This is an optimization exercise on Yosys and OpenROAD, whose aim is small area and a short achievable clock period, not a production implementation.
RTL that was checked went through simulation tests only; none was proved equivalent to the original.
The flow treats the clock pin as an ideal source. Dropping or thinning the clock tree relies on that and would not hold on a real chip.
No activity file was given, so power comes from the tool's default toggle rates.

==> module ultrasonido, before the edit <==
module ultrasonido(clk, trig, echo, distancia, init, done);
input init;
input clk;
input echo;
output reg trig;
output reg [8:0] distancia;
output reg done;
reg [22:0] t;
localparam [22:0] INV = 23'h2AAAAA;
wire [22:0] s = t ^ INV;
wire zero22 = (s[21:0] == 22'd0);
wire next_z = zero22 & s[22];           
wire cur_z = zero22 & ~s[22];           
wire end_w = s[22] & s[20] & s[19] & s[11] & s[10] & ~s[6];
wire win = next_z | ((trig | cur_z) & ~end_w);
wire fb = s[22] ^ s[17] ^ zero22;
reg [8:0] q;
reg [16:0] R;
reg h;
localparam [16:0] ROFF = 17'd31072;
wire last = ~R[16] & q[7] & q[8] & q[4] & ~R[11] & q[1] & R[12] & R[9] & R[1]
          & ~R[5] & ~q[3] & ~R[13] & ~q[0] & ~q[2] & ~q[6] & R[0] & ~R[8] & ~R[4];
wire [17:0] S = {1'b0, R} + 18'd17;
wire co = S[17];
wire pa = h & ~trig;                    
wire clr = ~h | (pa & last);
wire [16:0] R_nx = clr ? ROFF : pa ? (co ? (S[16:0] | ROFF) : S[16:0]) : R;
wire [8:0] q_nx = clr ? 9'd0 : q + {8'd0, pa & co};
wire [8:0] dist_d;
wire trig_d, done_d, h_d;
wire [22:0] t_d;
ultrasonido_io io (
	.init(init), .echo(echo), .win(win), .h(h), .Kn(win | ~h), .done(done),
	.distancia(distancia), .qn(q_nx), .t(t[21:0]), .fb(fb),
	.trig_d(trig_d), .done_d(done_d), .h_d(h_d), .dist_d(dist_d),
	.t_d(t_d));
always @(posedge clk) begin
	t <= t_d;
	q <= q_nx;
	R <= R_nx;
	h <= h_d;
	trig <= trig_d;
	done <= done_d;
	distancia <= dist_d;
end
endmodule
==> module ultrasonido_io, before the edit <==
module ultrasonido_io(init, echo, win, h, Kn, done, distancia, qn, t, fb,
                      trig_d, done_d, h_d, dist_d, t_d);
input init, echo, win, h, done;
input Kn;                               
input [8:0] distancia, qn;
input [21:0] t;                         
input fb;                               
output trig_d, done_d, h_d;
output [8:0] dist_d;
output [22:0] t_d;
wire act = ~win & echo;                 
wire lowev = ~win & ~echo;              
wire ld = ~(echo | Kn);                 
assign trig_d = init & win;
assign done_d = init & (done | lowev);
assign h_d = init & (act | (h & ~lowev));
assign dist_d = ld ? (qn & {9{init}}) : (distancia & {9{init}});
assign t_d = init ? {~t, fb} : 23'h2AAAAA;
endmodule
export LEC_CHECK = 0
export CAP_MARGIN = 20
export CORE_MARGIN = 2
export CORE_UTILIZATION = 70
export SLEW_MARGIN = 20
export SYNTH_HIERARCHICAL = 1
create_clock -name core_clock -period 18.0 [get_ports {clk}]
standard.sh (not shown) runs the stock make flow with config.mk's settings and CLKGATE_MAP_FILE= SYNTH_SCRIPT=/design/flow/synth_recipe.tcl, a recipe that flattens the netlist after the stock synthesis.
==> flow/flow/run.sh <==
#!/bin/bash
# The standard ORFS layout (standard.sh), in two runs of make:
#  1. synthesis to CTS, after which the clock tree is replaced by a few clock
#     buffers on the clock port (flow/post_cts.tcl, flow/clock_leaves.tcl);
#  2. global route to the end, with a larger setup margin for repair_timing.
set -e
export FLOW_FLOW_DIR=$PWD/flow
export FLOW_SYNTH_TCL=$PWD/synth_recipe.tcl
export FLOW_ABC_AREA_SCRIPT=$PWD/flow/abc_area_map.script
bash standard.sh BUFFER_PORTS_ARGS="-buffer_cell sky130_fd_sc_hd__buf_2" CTS_ARGS="-sink_clustering_enable -repair_clock_nets -dont_use_dummy_load" SETUP_SLACK_MARGIN=13.0 SYNTH_SCRIPT=$PWD/flow/area_synth_all.tcl POST_CTS_TCL=$PWD/flow/post_cts.tcl cts > standard_to_cts.log 2>&1
bash standard.sh BUFFER_PORTS_ARGS="-buffer_cell sky130_fd_sc_hd__buf_2" CTS_ARGS="-sink_clustering_enable -repair_clock_nets -dont_use_dummy_load" SETUP_SLACK_MARGIN=13.0 SETUP_SLACK_MARGIN=13.7 SYNTH_SCRIPT=$PWD/flow/area_synth_all.tcl POST_CTS_TCL=$PWD/flow/post_cts.tcl finish > standard_finish.log 2>&1
Other scripts of this flow, unchanged in this note and not shown: flow/flow/abc_area_map.script, flow/flow/area_synth_all.tcl, flow/flow/clock_leaves.tcl, flow/flow/post_cts.tcl
Rerun with:
==> flow/design.v (replaced) <==
`timescale 1ns / 1ps
module ultrasonido(clk, trig, echo, distancia, init, done);
input init;
input clk;
input echo;
output reg trig;
output reg [8:0] distancia;
output reg done;
reg pr;       
reg pa;       
reg pl;       
reg [22:0] t;
localparam [22:0] INV = 23'h2AAAAA;
wire [22:0] s = t ^ INV;
reg W;
wire [22:0] s_nx = pr ? 23'd1 : {s[21:0], s[22] ^ s[17] ^ (s[21:0] == 22'd0)};
wire zero22 = (s_nx[21:0] == 22'd0);
wire next_z = zero22 & s_nx[22];        
wire cur_z = zero22 & ~s_nx[22];        
wire end_w = s_nx[22] & s_nx[20] & s_nx[19] & s_nx[11] & s_nx[10] & ~s_nx[6];
wire W_nx = next_z | ((W | cur_z) & ~end_w);
reg [8:0] q;
reg [16:0] R;
reg h;
localparam [16:0] ROFF = 17'd31072;
wire last = ~R[16] & q[7] & q[8] & q[4] & ~R[11] & q[1] & R[12] & R[9] & R[1]
          & ~R[5] & ~q[3] & ~R[13] & ~q[0] & ~q[2] & ~q[6] & R[0] & ~R[8] & ~R[4];
wire [17:0] S = {1'b0, R} + 18'd17;
wire co = S[17];
wire clr = pr | pl | (pa & last);
wire [16:0] R_nx = clr ? ROFF : pa ? (co ? (S[16:0] | ROFF) : S[16:0]) : R;
wire [8:0] q_nx = clr ? 9'd0 : q + {8'd0, pa & co};
wire [8:0] dist_d;
wire trig_d, done_d, pa_d, pl_d, h_d, W_d;
ultrasonido_io io (
	.init(init), .echo(echo), .W(W), .h(h), .Kn(W | ~h), .done(done), .distancia(distancia),
	.qn(q_nx), .Y(W_nx),
	.trig_d(trig_d), .done_d(done_d), .pa_d(pa_d), .pl_d(pl_d), .h_d(h_d),
	.W_d(W_d), .dist_d(dist_d));
always @(posedge clk) begin
	pr <= ~init;
	pa <= pa_d;
	pl <= pl_d;
	t <= s_nx ^ INV;
	q <= q_nx;
	R <= R_nx;
	h <= h_d;
	trig <= trig_d;
	W <= W_d;
	done <= done_d;
	distancia <= dist_d;
end
endmodule
module ultrasonido_io(init, echo, W, h, Kn, done, distancia, qn, Y,
                      trig_d, done_d, pa_d, pl_d, h_d, W_d, dist_d);
input init, echo, W, h, done;
input Kn;                               
input [8:0] distancia, qn;
input Y;
output trig_d, done_d, pa_d, pl_d, h_d, W_d;
output [8:0] dist_d;
wire act = ~W & echo;                   
wire lowev = ~W & ~echo;                
wire ld = ~(echo | Kn);                 
assign trig_d = init & W;
assign done_d = init & (done | lowev);
assign pa_d = init & act;
assign pl_d = init & lowev;
assign h_d = init & (act | (h & ~lowev));
assign W_d = ~init | Y;
assign dist_d = ld ? (qn & {9{init}}) : (distancia & {9{init}});
endmodule
Effect: Wire length goes down by 3.8%. Design area went up by 4.2%. Area after synthesis grows by 4.4%. Global-route usage hardly moves. Flip-flop and latch count increases by 4. Total power goes down by 3.0%. Via count is about the same. Sequential share of layout area climbs by 0.99 points. Fmax shrinks by 0.31%. Setup slack is worse by 0.013 ns. Sequential power increases by about 4%.
For the first run of this note, only the layout was checked, not whether the RTL still works. No run of this note takes its clock network from TritonCTS; it comes from the design's own scripts or RTL.

## port drivers added, routing unchanged
How much do the figures lean on ideal ports? The routed layouts below were timed once more, with nothing changed but the port constraints. Step 1, drivers: a clkbuf_16 drives clk and a buf_2 each remaining input, both assumed. Step 2, shift: input delay + t, output delay - t, t = (earliest + latest rising clock arrival at the registers) / 2. This alone moves slack from input paths to output paths. a / b / c = no drivers / after step 1 / after step 2; a / b = the first two.
run	t, ns	setup slack, ns	worst setup path at the end	latest minus earliest clock arrival (ns)	worst slew at a driven data input, ns
the first run	0.195	13.742 / 13.693 / 13.611	input to register	0.004 / 0.004	0.03
the second run	0.198	13.729 / 13.719 / 13.561	input to register	0.011 / 0.011	0.02
After both steps every run listed still meets setup and hold. For the second run, which loses most, drivers alone change the setup slack by -0.010 ns; drivers and shift together by -0.168 ns.
